Background: an optimization exercise with open tools, aiming at small area, a short achievable clock period and few clock cycles per item. Do not read the settings as production practice.
In this exercise RTL edits were held to simulation tests only and were not proved equivalent to the original.

maple:
==> flow/design.v (excerpt) <==
module avalon_accel(
  input  clk,
  input  reset_n,
  input         avs_write,
  input  [31:0] avs_writedata,
  output [31:0] avs_readdata,
  input  [4:0]  avs_address,
  output logic avm_write,
  output logic avm_read,
  input         avm_waitrequest,
  output logic [31:0] avm_writedata,
  input  [31:0] avm_readdata,
  output logic [31:0] avm_address,
  output logic irq
);
logic [31:0] R [0:7];
wire [127:0] key_reg = {R[3], R[2], R[1], R[0]};
always_ff @(posedge clk or negedge reset_n)
  if (!reset_n)
    for (int i = 0; i < 8; i++)
      R[i] <= '0;
  else if (avs_write)
    R[avs_address[4:2]] <= avs_writedata;
logic act;
wire  run = act && !irq;
assign avs_readdata = (avs_address == 5'h1c) ? {31'b0, act} : R[avs_address[4:2]];
wire ctrl_wr = avs_write && (avs_address[4:2] == 3'd7);
localparam [1:0] WH = 2'd0, WL = 2'd1, RH = 2'd2, RL = 2'd3;
logic [1:0]  ph;
logic        breq;           
logic        bpt;            
logic        comp;           
logic [63:0] buff;           
logic [31:3] rd_ptr, wr_ptr;
logic [31:0] rem;            
logic        more;           
wire acc    = breq && !avm_waitrequest;
wire bdone  = (acc && (ph == RL || (ph == WL && !more))) || (run && !breq);
wire finish = acc && ph == WL && !more && !comp;
wire        ready;
wire [63:0] ct;
wire        swap = run && bdone && ready && !finish;
wire        newpt = (acc && ph == RL) || bpt;
  ...
For scale: about 4200 cells after synthesis, roughly 170 I/O pins, about 0.041 mm2 of cells after synthesis.
Settings: LEC_CHECK=0, CAP_MARGIN=20, CORE_MARGIN=2, CORE_UTILIZATION=40, PLACE_DENSITY=0.6, SETUP_SLACK_MARGIN=2.0, SLEW_MARGIN=20; clock period 7.0 ns.
run.sh (not shown) runs the stock make flow with config.mk's settings and CLKGATE_MAP_FILE= SYNTH_SCRIPT=/design/flow/synth_recipe.tcl, a recipe that flattens the netlist after the stock synthesis.
maple was carried through to the last stage, and its layout satisfied the timing, DRC and antenna checks.
Testbench counts of maple, summed over its fixed seeds: cycles 15,956, blocks 1,681.
#### Input delta (yarrow over maple)
- a deleted SETUP_SLACK_MARGIN that had been 2.0
### Flow results
yarrow | status: complete | timing, DRC, antenna: pass
yarrow against maple: post-CTS setup buffer count went down, total routing usage reported by global routing did not really move, maximum number of pins on one net before global-route repair went down.
Compared with maple, the router placed fewer vias in yarrow.
Number of buffers created by CTS down about 1.4% in yarrow wrt maple
In yarrow, post-route fraction of the period consumed by the critical path is higher than in maple.
Of the two values seen for destination of the critical timing path, avs_readdata[24] was produced by maple and core.dreg[13]$_DFFE_PP_ by yarrow.
| total stage count of the critical path | yarrow vs maple | 6 higher |
Changes observed in yarrow relative to maple: register-to-register slack went down; final core utilization went down.
#### Input delta (willow over yarrow)
- SETUP_SLACK_MARGIN now 2.5, previously not set
- TNS_END_PERCENT now 30, previously not set
Notes after the runs:
Every run (yarrow and willow) finished clean.
Status: total placed cells including tap cells parity (willow, yarrow)
Fmax in willow vs yarrow: up 0.038 GHz
Comparing total of clock buffers placed in the layout for yarrow and willow, the bigger number came from yarrow.
Worst setup slack: willow vs yarrow up 1030 ps
Against yarrow, willow comes in 3.4 points lower on sequential share of cell area.
Comparing yarrow and willow, the higher largest net degree at the start of global routing is on willow.
Final cycle utilization of the critical path: willow lower than yarrow
Against yarrow, willow comes in 3.5% higher on via count of the first global-routing pass.
[inputs] lagoon vs willow
- swapping 2.5 for 2.75 in SETUP_SLACK_MARGIN
- clearing TNS_END_PERCENT, which used to be 30
--- outcome ---
- From willow to lagoon the numbers moved as follows: final non-filler cell area has increased, number of inserted diodes +5, post-route fraction of the period consumed by the critical path shows a reduction of 3.4 points.
- Across both runs, global-route met1 utilization was higher for lagoon than for willow.
- Relative to willow, half-perimeter wire length of the detailed placement result has increased by 0.99% in lagoon.
- willow completed every stage of the flow, and the final layout passed the timing, DRC and antenna checks.
- lagoon closes out successfully: all stages finished, all timing, DRC and antenna checks passed.
- Average detailed-routed wire length per instance for lagoon: about 2.4% up relative to willow
- Per the comparison of lagoon with willow, maximum fanout along the worst path went down by 13; hold slack was more or less identical.
- lagoon: global-route usage 1.5 points above willow

* * *

avalon_accel again, from the RTL that the note above started with.
make LEC_CHECK=0 ABC_CLOCK_PERIOD_IN_PS=4500 CAP_MARGIN=20 CORE_MARGIN=2 CORE_UTILIZATION=40 PLACE_DENSITY=0.6 SETUP_SLACK_MARGIN=2.5 SLEW_MARGIN=20 finish   # period 7.0 ns
Testbench counts at the start, summed over its fixed seeds: cycles 15,956, blocks 1,681.
Then changed:
Settings changed: ABC_CLOCK_PERIOD_IN_PS 4500 to not set, CORE_UTILIZATION 40 to 50, PLACE_DENSITY 0.6 to 0.65.
The new run completed without violations; global-route usage increases by 6.4 points; via count increases by 1.4%; non-clock buffer count increases by 60; register-to-register slack degrades by 0.05 ns; area after synthesis stays the same.
Then changed:
Settings changed: CORE_UTILIZATION 50 to 40, PLACE_DENSITY 0.65 to 0.6, SETUP_SLACK_MARGIN 2.5 to 3.0.
What happened: Synthesized area stays the same. Register-to-register slack improves by 0.09 ns. Setup slack improves by 0.095 ns. Critical path depth rises by 5. Routed wire length rose by 12%.
Then changed:
Settings changed: SETUP_SLACK_MARGIN 3.0 to 2.25.
After rerunning:
- The new run finished clean
- area after synthesis is unchanged
- final area falls by about a fifth
- core utilization fell by 9.3 points
- wire length went down by roughly a tenth
- synthesized cell count is unchanged
Then changed:
Settings changed: SETUP_SLACK_MARGIN 2.25 to 1.5.
=>
- global-route usage decreases by 0.32 points
- hold slack barely changes
- area after synthesis does not change
- via count decreases slightly
- routed wire length decreases slightly
- clock skew is about the same
- cell count decreases slightly
- die area stays the same
Then changed:
Settings changed: SETUP_SLACK_MARGIN 1.5 to 2.5.
Result:
- The changed run finished with timing, DRC and antenna clean
- area after synthesis stays the same
- setup slack improved by 0.97 ns
- critical path depth goes down by 3
- cell area increases by about 10%
- non-clock buffer count rises by 202
- hold slack hardly moves
- via count goes up by about 4%
- global-route usage went up by 0.98 points

* * *

ember:
The RTL this note starts from:
==> flow/design.v <==
package present_pkg;
localparam N_ROUNDS = 32;
localparam ROUNDS_PER_CYCLE = 4;
localparam N_CYCLES = (N_ROUNDS + ROUNDS_PER_CYCLE - 1) / ROUNDS_PER_CYCLE;
localparam CT_STAGE = N_ROUNDS - (N_CYCLES - 1) * ROUNDS_PER_CYCLE - 1;
localparam CW = (N_CYCLES <= 2) ? 1 : (N_CYCLES <= 4) ? 2 : (N_CYCLES <= 8) ? 3 : (N_CYCLES <= 16) ? 4 : 5;
endpackage
import present_pkg::*;
module present_dp (
  input  [63:0]  d,
  input  [127:0] k,
  input  [CW-1:0] cyc,
  output logic [63:0]  d_next,
  output logic [127:0] k_next,
  output logic [63:0]  ct
);
function [3:0] fSBox (input [3:0] x);
  fSBox[0] = (x[1]&x[2]) ^ x[2] ^ x[3] ^ x[0];
  fSBox[1] = (x[1]&x[3]) ^ (x[0]&x[1]&x[2]) ^ (x[0]&x[2]&x[3]) ^ (x[2]&x[3]) ^
             (x[0]&x[1]&x[3]) ^ x[3] ^ x[1];
  fSBox[2] = ~((x[0]&x[3]) ^ (x[0]&x[1]) ^ (x[0]&x[2]&x[3]) ^ (x[1]&x[3]) ^
               (x[0]&x[1]&x[3]) ^ x[3] ^ x[2]);
  fSBox[3] = ~((x[0]&x[1]&x[3]) ^ (x[1]&x[2]) ^ (x[0]&x[1]&x[2]) ^ (x[0]&x[2]&x[3]) ^
               x[3] ^ x[1] ^ x[0]);
endfunction
function [63:0] P (input [63:0] x);
integer b;
begin
  for (b = 0; b < 63; b = b + 1)
    P[(16*b) % 63] = x[b];
  P[63] = x[63];
end
endfunction
always_comb begin : rounds
  integer j, sb;
  logic [63:0]  dd, ax;
  logic [127:0] kk;
  logic [4:0]   rc;
  dd = d;
  kk = k;
  ax = '0;
  ct = '0;
  for (j = 0; j < ROUNDS_PER_CYCLE; j = j + 1) begin
    rc = 5'(cyc * ROUNDS_PER_CYCLE + j + 1);
    ax = dd ^ kk[127:64];
    if (j == CT_STAGE) ct = ax;
    for (sb = 0; sb < 16; sb = sb + 1)
      dd[4*sb+3 -: 4] = fSBox(ax[4*sb+3 -: 4]);
    dd = P(dd);
    kk = {kk[66:0], kk[127:67]};
    kk = {fSBox(kk[127:124]), fSBox(kk[123:120]), kk[119:67], kk[66:62] ^ rc, kk[61:0]};
  end
  d_next = dd;
  k_next = kk;
end
endmodule
import present_pkg::*;
module present_ctrl (
  input            clk,
  input            nrst,
  input            ld,      
  input            run,     
  output           last,    
  output logic [CW-1:0] cyc
);
assign last = (cyc == CW'(N_CYCLES-1));
always_ff @(posedge clk)
  if (ld)
    cyc <= '0;
  else if (run && !last)
    cyc <= cyc + 1'b1;
endmodule
import present_pkg::*;
module present (
  input          clk,
  input          nrst,
  input          ld,
  input          busy,       
  input  [63:0]  plaintext,
  input  [127:0] key,
  output         ready,      
  output [63:0]  ciphertext
);
logic [63:0]  dreg;
logic [127:0] kreg;
wire  [63:0]  d_next;
wire  [127:0] k_next;
wire  [CW-1:0] cyc;
wire          last;
present_ctrl ctrl_i (
  .clk (clk),
  .nrst(nrst),
  .ld  (ld),
  .run (busy),
  .last(last),
  .cyc (cyc)
);
present_dp dp_i (
  .d     (dreg),
  .k     (kreg),
  .cyc   (cyc),
  .d_next(d_next),
  .k_next(k_next),
  .ct    (ciphertext)
);
always_ff @(posedge clk)
  if (ld) begin
    dreg <= plaintext;
    kreg <= key;
  end else if (!last) begin
    dreg <= d_next;
    kreg <= k_next;
  end
assign ready = !busy || last;
endmodule
module avalon_accel(
  input  clk,
  input  reset_n,
  input         avs_write,
  input  [31:0] avs_writedata,
  output [31:0] avs_readdata,
  input  [4:0]  avs_address,
  output logic avm_write,
  output logic avm_read,
  input         avm_waitrequest,
  output logic [31:0] avm_writedata,
  input  [31:0] avm_readdata,
  output logic [31:0] avm_address,
  output logic irq
);
logic [31:0] R [0:7];
wire [127:0] key_reg = {R[3], R[2], R[1], R[0]};
always_ff @(posedge clk or negedge reset_n)
  if (!reset_n)
    for (int i = 0; i < 8; i++)
      R[i] <= '0;
  else if (avs_write)
    R[avs_address[4:2]] <= avs_writedata;
logic act;
wire  run = act && !irq;
assign avs_readdata = (avs_address == 5'h1c) ? {31'b0, act} : R[avs_address[4:2]];
wire ctrl_wr = avs_write && (avs_address[4:2] == 3'd7);
localparam [1:0] WH = 2'd0, WL = 2'd1, RH = 2'd2, RL = 2'd3;
logic [1:0]  ph;
logic        breq;           
logic        bpt;            
logic        comp;           
logic [63:0] buff;           
logic [31:3] rd_ptr, wr_ptr;
logic [31:0] rem;            
logic        more;           
wire acc    = breq && !avm_waitrequest;
wire bdone  = (acc && (ph == RL || (ph == WL && !more))) || (run && !breq);
wire finish = acc && ph == WL && !more && !comp;
wire        ready;
wire [63:0] ct;
wire        swap = run && bdone && ready && !finish;
wire        newpt = (acc && ph == RL) || bpt;
wire [63:0] pt = {buff[63:32], breq ? avm_readdata : buff[31:0]};
assign avm_read      = breq && ph[1];
assign avm_write     = breq && !ph[1];
assign avm_address   = {ph[1] ? rd_ptr : wr_ptr, ph[0], 2'b00};
assign avm_writedata = ph[0] ? buff[31:0] : buff[63:32];
always_ff @(posedge clk or negedge reset_n)
  if (!reset_n) begin
    act  <= 1'b0;
    irq  <= 1'b0;
    breq <= 1'b0;
    bpt  <= 1'b0;
    comp <= 1'b0;
    ph   <= RH;
  end else begin
    if (!act) begin
      if (ctrl_wr && avs_writedata[0]) begin
        act  <= 1'b1;
        breq <= 1'b1;
        ph   <= RH;
        bpt  <= 1'b0;
        comp <= 1'b0;
      end
    end else if (irq) begin
      if (ctrl_wr && !avs_writedata[0]) begin
        act <= 1'b0;
        irq <= 1'b0;
      end
    end else begin
      if (finish) begin
        irq  <= 1'b1;
        breq <= 1'b0;
      end else if (swap) begin
        comp <= newpt;
        bpt  <= 1'b0;
        breq <= comp || more;
        ph   <= comp ? WH : RH;
      end else if (acc) begin
        case (ph)
          WH: ph <= WL;
          WL: if (more) ph <= RH; else breq <= 1'b0;
          RH: ph <= RL;
          RL: begin breq <= 1'b0; bpt <= 1'b1; end
        endcase
      end
    end
  end
always_ff @(posedge clk) begin
  if (!act) begin
    rd_ptr <= R[4][31:3];
    wr_ptr <= R[5][31:3];
    rem    <= R[6];
    more   <= 1'b1;
  end else begin
    if (acc && ph == RH) begin
      rem  <= rem - 32'd1;
      more <= (rem != 32'd1);
    end
    if (acc && ph == RL) rd_ptr <= rd_ptr + 29'd1;
    if (acc && ph == WL) wr_ptr <= wr_ptr + 29'd1;
  end
  if (swap)
    buff <= ct;
  else if (acc && ph == RH)
    buff[63:32] <= avm_readdata;
  else if (acc && ph == RL)
    buff[31:0] <= avm_readdata;
end
present core (
  .clk       (clk),
  .nrst      (reset_n),
  .ld        (swap),
  .busy      (comp),
  .plaintext (pt),
  .key       (key_reg),
  .ready     (ready),
  .ciphertext(ct)
);
endmodule
clock: 7.0 ns
lec_check: 0
cap_margin: 20
core_margin: 2
core_utilization: 55
place_density: 0.7
setup_slack_margin: 3.0
slew_margin: 20
The layout from ember, despite a flow that completed every stage, fails the layout checks, with the failing checks listed as capacitance limit, slew limit.
Testbench counts of ember, summed over its fixed seeds: cycles 15,956, blocks 1,681.
Modified inputs, cedar compared to ember
Settings: CORE_UTILIZATION changed from 55 to 40; CTS_BUF_LIST newly set to sky130_fd_sc_hd__clkbuf_4 sky130_fd_sc_hd__clkbuf_8; SETUP_SLACK_MARGIN changed from 3.0 to 2.5; PLACE_DENSITY changed from 0.7 to 0.6.
cedar finished every step from synthesis to the final layout, and the layout passed the timing, DRC and antenna checks. Layout checks on ember: not met. Flow itself completed; violations: capacitance limit, slew limit. Side by side, clock period minus final worst setup slack turned out lower in cedar than in ember. The lower growth of design area from synthesis to finish came out of cedar. Clock input transition at the sequential cells of the worst setup and hold paths | cedar below ember.

## what the ideal ports hide
No port has a modelled driver above. Below, the same layouts with a new extraction and two added sets of constraints.
Step 1 (the two cells are an assumption about what drives the block):
set clk [get_ports {clk}]
set_driving_cell -lib_cell sky130_fd_sc_hd__clkbuf_16 $clk
set_driving_cell -lib_cell sky130_fd_sc_hd__buf_2 [delete_from_list [all_inputs] $clk]
Step 2, shift: input delay + t, output delay - t, t = (earliest + latest rising clock arrival at the registers) / 2. This alone moves slack from input paths to output paths.
Slacks: ideal / step 1 / step 2; pairs: ideal / step 1.
run | t, ns | setup WS [ns] | latest minus earliest clock arrival (ns) | slew at the worst register clock pin (ns) | worst data-port slew with drivers (ns)
maple | 0.703 | 1.999 / 1.949 / 1.949 | 0.022 / 0.022 | 0.07 / 0.07 | 0.09
yarrow | 0.704 | 1.248 / 1.248 / 1.248 | 0.025 / 0.025 | 0.07 / 0.07 | 0.07
willow | 0.709 | 2.282 / 2.193 / 1.988 | 0.027 / 0.028 | 0.07 / 0.07 | 0.14
lagoon | 0.718 | 2.521 / 2.521 / 2.187 | 0.020 / 0.021 | 0.07 / 0.07 | 0.20
the first run of note 2 | 0.706 | 2.447 / 2.357 / 2.169 | 0.023 / 0.023 | 0.07 / 0.07 | 0.14
the second run of note 2 | 0.708 | 2.438 / 2.314 / 2.185 | 0.032 / 0.033 | 0.07 / 0.07 | 0.21
the third run of note 2 | 0.703 | 2.533 / 2.533 / 2.338 | 0.031 / 0.031 | 0.08 / 0.08 | 0.27
the fourth run of note 2 | 0.712 | 2.208 / 2.122 / 2.122 | 0.028 / 0.028 | 0.07 / 0.07 | 0.09
the fifth run of note 2 | 0.702 | 1.477 / 1.477 / 1.477 | 0.025 / 0.025 | 0.07 / 0.07 | 0.08
the sixth run of note 2 | 0.706 | 2.447 / 2.357 / 2.169 | 0.023 / 0.023 | 0.07 / 0.07 | 0.14
ember | 0.726 | 2.173 / 2.173 / 2.173 | 0.049 / 0.049 | 0.08 / 0.08 | 0.22
cedar | 0.836 | 2.441 / 2.390 / 2.033 | 0.065 / 0.065 | 0.08 / 0.08 | 0.16
For cedar, which loses most, drivers alone change the setup slack by -0.051 ns; drivers and shift together by -0.408 ns.
